Context: an optimization exercise on an open-source flow, tuned for small area. The choices shown serve that exercise and are no tape-out recipe. Function was checked by simulation only, so behaviour that the tests miss may differ from the original. Power is estimated from default activity; no workload was simulated.

==> willow <==
## game6
module game6 (
    input wire mode,
    input wire CLK,
    input wire rst,
    input wire [1:0] BTN_LR,
    input wire [9:0] i_x,
    input wire [8:0] i_y,
    input wire i_animate,
    output wire [3:0] VGA_R,
    output wire [3:0] VGA_G,
    output wire [3:0] VGA_B,
    output wire endgame,
    output wire [8:0] score,
    output wire win
    );
Settings: LEC_CHECK=0, CAP_MARGIN=0, CORE_MARGIN=2, CORE_UTILIZATION=60, CTS_BUF_LIST=sky130_fd_sc_hd__clkbuf_8, GPL_TIMING_DRIVEN=0, PLACE_DENSITY=0.8, SLEW_MARGIN=0, SYNTH_HIERARCHICAL=1; clock period 16.0 ns.
standard.sh (not shown) runs the stock make flow with config.mk's settings and CLKGATE_MAP_FILE= SYNTH_SCRIPT=/design/flow/synth_recipe.tcl, a recipe that flattens the netlist after the stock synthesis.
==> flow/flow/run.sh <==
#!/bin/bash
# Layout flow: the standard layout (standard.sh) with these changes:
#  - the synthesis maps the logic with an area-oriented ABC script
#    (abc_area.script here) in place of ORFS's delay-oriented abc_speed.script;
#  - the synthesis adds no buffers between outputs that carry the same signal
#    (placement still gives every output port a buffer of its own);
#  - placement gives every input and output port a buf_1 buffer;
#  - clock tree synthesis adds no dummy loads to balance the tree's leaves.
# The synthesis is otherwise ORFS's with the standard flow's own script (synth_recipe.tcl),
# so the registers, their names and cells are those of the standard synthesis.
set -euo pipefail
W=$(pwd)
rm -rf "$W/scripts_area"
cp -r "$FLOW_HOME/scripts" "$W/scripts_area"
cp "$W/flow/abc_area.script" "$W/scripts_area/abc_speed.script"
bash "$W/standard.sh" SCRIPTS_DIR="$W/scripts_area" SYNTH_INSBUF=0 synth > "$W/synth.log" 2>&1
bash "$W/standard.sh" "BUFFER_PORTS_ARGS=-buffer_cell sky130_fd_sc_hd__buf_1" \
    "CTS_ARGS=-sink_clustering_enable -repair_clock_nets -buf_list sky130_fd_sc_hd__clkbuf_8 -dont_use_dummy_load" \
    > "$W/layout.log" 2>&1
==> flow/flow/abc_area.script <==
&get -n
&st
&syn2
&dc2
&syn2
&dch -f
&nf -R 1000 -p
&st
&syn2
&dc2
&syn2
&dch -f
&nf -R 1000 -p
&put
topo
==> inputs of xenon, as changes to willow <==
--- a/flow/design.v
+++ b/flow/design.v
@@ -93,15 +93,14 @@
     wire dy225 = ((i_y[8] | (i_y[7] & (i_y[6] & (i_y[5] | (i_y[4] & i_y[3]))))) & ~(i_y[8] | (i_y[7] & (i_y[6] & (i_y[5] & (i_y[4] | (i_y[3] & (i_y[2] | (i_y[1] & i_y[0])))))))));
     wire dy250 = ((i_y[8] | (i_y[7] & (i_y[6] & (i_y[5] & (i_y[4] & (i_y[3] | (i_y[2] | (i_y[1] | i_y[0])))))))) & ~(i_y[8] & (i_y[7] | (i_y[6] | (i_y[5] | (i_y[4] | (i_y[3] | i_y[2])))))));
     wire dy275 = ((i_y[8] & (i_y[7] | (i_y[6] | (i_y[5] | (i_y[4] | (i_y[3] & (i_y[2] | i_y[1]))))))) & ~(i_y[8] & (i_y[7] | (i_y[6] | (i_y[5] | (i_y[4] & (i_y[3] & (i_y[2] & (i_y[1] | i_y[0])))))))));
     wire dy300 = ((i_y[8] & (i_y[7] | (i_y[6] | (i_y[5] & (i_y[4] | (i_y[3] | (i_y[2] | (i_y[1] & i_y[0])))))))) & ~(i_y[8] & (i_y[7] | (i_y[6] | (i_y[5] & (i_y[4] & (i_y[3] | (i_y[2] & i_y[1]))))))));
     wire [21:0] hxs, hys, bpix;
     reg [21:0] an;
     wire [21:0] a = ~an;
-    reg [21:0] h;
     wire [21:0] zs, ze;
     assign zs[0] = sx104 & ry150;
     assign ze[0] = cx104 & ey150;
     assign bpix[0] = a[0] & dx104 & dy150;
     assign zs[1] = sx320 & ry150;
     assign ze[1] = cx320 & ey150;
     assign bpix[1] = a[1] & dx320 & dy150;
@@ -161,24 +160,31 @@
     assign bpix[19] = a[19] & dx500 & dy175;
     assign zs[20] = sx212 & ry225;
     assign ze[20] = cx212 & ey225;
     assign bpix[20] = a[20] & dx212 & dy225;
     assign zs[21] = sx428 & ry225;
     assign ze[21] = cx428 & ey225;
     assign bpix[21] = a[21] & dx428 & dy225;
-    wire hxn = |hxs, hyn = |hys;
-    wire [21:0] z = zs | ze;
-    wire [21:0] g = {22{~mode}} | (a & ~h);
-    assign hxs = zs & g;
-    assign hys = ze & g;
-    wire [21:0] a_n = rst ? {22{1'b1}} : (a | {22{~mode}}) & ~z;
-    wire [21:0] h_n = rst ? {22{1'b0}} : mode ? h : (z | (h & {22{~cs}}));
+    wire [4:0] es = {|{zs[15], zs[16], zs[17], zs[18], zs[19], zs[20], zs[21]}, |{zs[7], zs[8], zs[9], zs[10], zs[11], zs[12], zs[13], zs[14]}, |{zs[3], zs[4], zs[5], zs[6], zs[11], zs[12], zs[13], zs[14], zs[19], zs[20], zs[21]}, |{zs[1], zs[2], zs[5], zs[6], zs[9], zs[10], zs[13], zs[14], zs[17], zs[18], zs[21]}, |{zs[0], zs[2], zs[4], zs[6], zs[8], zs[10], zs[12], zs[14], zs[16], zs[18], zs[20]}};
+    wire [4:0] ee = {|{ze[15], ze[16], ze[17], ze[18], ze[19], ze[20], ze[21]}, |{ze[7], ze[8], ze[9], ze[10], ze[11], ze[12], ze[13], ze[14]}, |{ze[3], ze[4], ze[5], ze[6], ze[11], ze[12], ze[13], ze[14], ze[19], ze[20], ze[21]}, |{ze[1], ze[2], ze[5], ze[6], ze[9], ze[10], ze[13], ze[14], ze[17], ze[18], ze[21]}, |{ze[0], ze[2], ze[4], ze[6], ze[8], ze[10], ze[12], ze[14], ze[16], ze[18], ze[20]}};
+    wire [21:0] a_n = rst ? {22{1'b1}} : (a | {22{~mode}}) & ~(zs | ze);
+    reg [4:0] ks, ke;    
+    wire in_s = (es == ks) | (es == ke);     
+    wire in_e = (ee == ks) | (ee == ke);
+    wire hxn = (|zs) & (~mode | ((|(zs & a)) & ~in_s));
+    wire hyn = (|ze) & (~mode | ((|(ze & a)) & ~in_e));
     always @(posedge CLK) begin
         an <= ~a_n;
-        h <= h_n;
+        if (rst) begin
+            ks <= 5'd0;
+            ke <= 5'd0;
+        end else if (~mode & cs) begin
+            ks <= es;
+            ke <= ee;
+        end
     end
     always @(posedge CLK)
     if (rst) begin
         cs <= 1'b0;
         hx <= 1'b0;
         hy <= 1'b0;
     end else begin
==> flow/flow/abc_area.script (replaced) <==
&get -n
&st
&syn2
&dc2
&syn2
&dch -f
&nf -R 1000 -p
&st
&syn2
&dc2
&syn2
&dch -f
&nf -R 1000 -p
&st
&syn2
&dc2
&syn2
&dch -f
&nf -R 1000 -p
&put
topo
==> flow/config.mk (replaced) <==
export PLATFORM = sky130hd
export DESIGN_NAME = game6
export DESIGN_NICKNAME = game6
export VERILOG_FILES = /design/flow/design.v
export SDC_FILE = /design/flow/constraint.sdc
export NUM_CORES = 4
export LEC_CHECK = 0
export CAP_MARGIN = 0
export CORE_MARGIN = 2
export CORE_UTILIZATION = 40
export CTS_BUF_LIST = sky130_fd_sc_hd__clkbuf_8
export GPL_TIMING_DRIVEN = 0
export SLEW_MARGIN = 0
export SYNTH_HIERARCHICAL = 1
==> inputs of delta, as changes to willow <==
--- a/flow/design.v
+++ b/flow/design.v
@@ -161,34 +161,33 @@
     assign bpix[19] = a[19] & dx500 & dy175;
     assign zs[20] = sx212 & ry225;
     assign ze[20] = cx212 & ey225;
     assign bpix[20] = a[20] & dx212 & dy225;
     assign zs[21] = sx428 & ry225;
     assign ze[21] = cx428 & ey225;
     assign bpix[21] = a[21] & dx428 & dy225;
-    wire hxn = |hxs, hyn = |hys;
     wire [21:0] z = zs | ze;
     wire [21:0] g = {22{~mode}} | (a & ~h);
     assign hxs = zs & g;
     assign hys = ze & g;
     wire [21:0] a_n = rst ? {22{1'b1}} : (a | {22{~mode}}) & ~z;
-    wire [21:0] h_n = rst ? {22{1'b0}} : mode ? h : (z | (h & {22{~cs}}));
+    wire [21:0] h_n = rst ? {22{1'b0}} : ~mode ? ~z & ((a & h & {22{~cs}}) | (~a & ~h)) : h | ({22{run}} & ~a);
     always @(posedge CLK) begin
         an <= ~a_n;
         h <= h_n;
     end
     always @(posedge CLK)
     if (rst) begin
         cs <= 1'b0;
         hx <= 1'b0;
         hy <= 1'b0;
     end else begin
         cs <= mode & (cs | run);
-        hx <= ~run & (hx | hxn);
-        hy <= ~run & (hy | hyn);
+        hx <= ~run & (hx | (|hxs));
+        hy <= ~run & (hy | (|hys));
     end
     wire btn_l = BTN_LR[1] & ~BTN_LR[0];
     wire btn_r = BTN_LR[0] & ~BTN_LR[1];
     wire [8:0] dbp_s;
     wire [9:0] dbp_c;
     assign dbp_c[0] = bxn[0];
     fa dbp_0 (.a(ph[0]), .b(bxn[1]), .ci(dbp_c[0]), .s(dbp_s[0]), .co(dbp_c[1]));
==> flow/flow/run.sh (replaced) <==
#!/bin/bash
# Layout flow: the standard layout (standard.sh) with three changes:
#  - the synthesis maps the logic with an area-oriented ABC script
#    (abc_area.script here) in place of ORFS's delay-oriented abc_speed.script;
#  - the synthesis buffers pass-through outputs with buf_1 instead of buf_4;
#  - placement gives every input and output port a buf_1 buffer.
# The synthesis is otherwise ORFS's with the standard flow's own script (synth_recipe.tcl),
# so the registers, their names and cells are those of the standard synthesis.
set -euo pipefail
W=$(pwd)
rm -rf "$W/scripts_area"
cp -r "$FLOW_HOME/scripts" "$W/scripts_area"
cp "$W/flow/abc_area.script" "$W/scripts_area/abc_speed.script"
bash "$W/standard.sh" SCRIPTS_DIR="$W/scripts_area" "MIN_BUF_CELL_AND_PORTS=sky130_fd_sc_hd__buf_1 A X" synth > "$W/synth.log" 2>&1
bash "$W/standard.sh" "BUFFER_PORTS_ARGS=-buffer_cell sky130_fd_sc_hd__buf_1" > "$W/layout.log" 2>&1
==> flow/config.mk (replaced) <==
export PLATFORM = sky130hd
export DESIGN_NAME = game6
export DESIGN_NICKNAME = game6
export VERILOG_FILES = /design/flow/design.v
export SDC_FILE = /design/flow/constraint.sdc
export NUM_CORES = 4
export LEC_CHECK = 0
export CAP_MARGIN = 0
export CORE_MARGIN = 2
export CORE_UTILIZATION = 40
export CTS_BUF_LIST = sky130_fd_sc_hd__clkbuf_8
export SLEW_MARGIN = 0
export SYNTH_HIERARCHICAL = 1
==> inputs of raven, as changes to willow <==
==> flow/config.mk (replaced) <==
export PLATFORM = sky130hd
export DESIGN_NAME = game6
export DESIGN_NICKNAME = game6
export VERILOG_FILES = /design/flow/design.v
export SDC_FILE = /design/flow/constraint.sdc
export NUM_CORES = 4
export LEC_CHECK = 0
export CAP_MARGIN = 0
export CORE_MARGIN = 2
export CORE_UTILIZATION = 40
export CTS_BUF_LIST = sky130_fd_sc_hd__clkbuf_8
export GPL_TIMING_DRIVEN = 0
export SLEW_MARGIN = 0
export SYNTH_HIERARCHICAL = 1
==> comparison table <==
Relative contribution of sequential cells to total power: xenon 48.3%; delta 44.2%; willow 49.7%; raven 50.9%
Clock latency reported for the late side of the worst-skew pair: xenon 0.39 ns; delta 0.38 ns; willow 0.40 ns; raven 0.37 ns
Critical path's largest stage delay: xenon 0.58 ns; delta 0.46 ns; willow 0.70 ns; raven 0.60 ns
Final critical-path setup slack: xenon 7.793 ns; delta 8.003 ns; willow 7.470 ns; raven 7.644 ns
Internal Dissipation: xenon 0.2750 mW; delta 0.3458 mW; willow 0.3070 mW; raven 0.3051 mW
Switching part of the total: xenon 34.23%; delta 31.47%; willow 33.71%; raven 32.69%
Number of unique standard cell types used by synthesis: xenon 55; delta 59; willow 57; raven 57
Area of the core: xenon 0.01589 mm^2; delta 0.01712 mm^2; willow 0.01079 mm^2; raven 0.01600 mm^2
Final Power: xenon 0.4182 mW; delta 0.5046 mW; willow 0.4632 mW; raven 0.4532 mW
Leading cell type in the layout, fill and taps excluded: xenon sky130_fd_sc_hd__nand2_1; delta sky130_fd_sc_hd__nor2_1; willow sky130_fd_sc_hd__nor2_1; raven sky130_fd_sc_hd__nor2_1
Fill cells: xenon 1675; delta 1721; willow 908; raven 1694
Initial core utilization: xenon 40.79%; delta 40.49%; willow 61.01%; raven 41.16%
Outcome: xenon no timing/DRC/antenna violations; delta no timing/DRC/antenna violations; willow no timing/DRC/antenna violations; raven no timing/DRC/antenna violations
Non-clk buf share: xenon 2.708%; delta 3.707%; willow 3.141%; raven 3.318%
End-of-flow core utilization: xenon 44.50%; delta 44.76%; willow 66.06%; raven 45.25%
Number of global-route vias before repair: xenon 6232; delta 6507; willow 6365; raven 6073
Overall Global Routing Usage: xenon 24.91%; delta 25.20%; willow 38.32%; raven 24.12%

==> separate check: timing with driven ports <==
No port has a modelled driver above. Below, the same layouts with a new extraction and two added sets of constraints. Step 1 sets driving cells, clkbuf_16 on the clock port and buf_2 on the other inputs (assumed; they add their load-dependent delay and slew). Step 2 adds t to the input delays and takes it off the output delays; t is the mean of the earliest and latest rising clock arrival at the registers after step 1. Input paths then give back, and output paths get back, about the clock's delay inside the block. Slacks: ideal / step 1 / step 2; pairs: ideal / step 1.
| run | t (ns) | setup slack, ns | hold WS [ns] |
|---|---|---|---|
| willow | 0.413 | 7.470 / 7.485 / 7.072 | 0.453 / 0.453 / 0.453 |
| xenon | 0.414 | 7.793 / 7.804 / 7.390 | 0.470 / 0.470 / 0.470 |
| delta | 0.411 | 8.003 / 8.020 / 7.609 | 0.464 / 0.464 / 0.464 |
| raven | 0.401 | 7.644 / 7.637 / 7.259 | 0.448 / 0.448 / 0.448 |
After both steps every run listed still meets setup and hold. The setup slack of xenon, which loses most, moves by +0.011 ns with the drivers and by -0.403 ns with both steps.
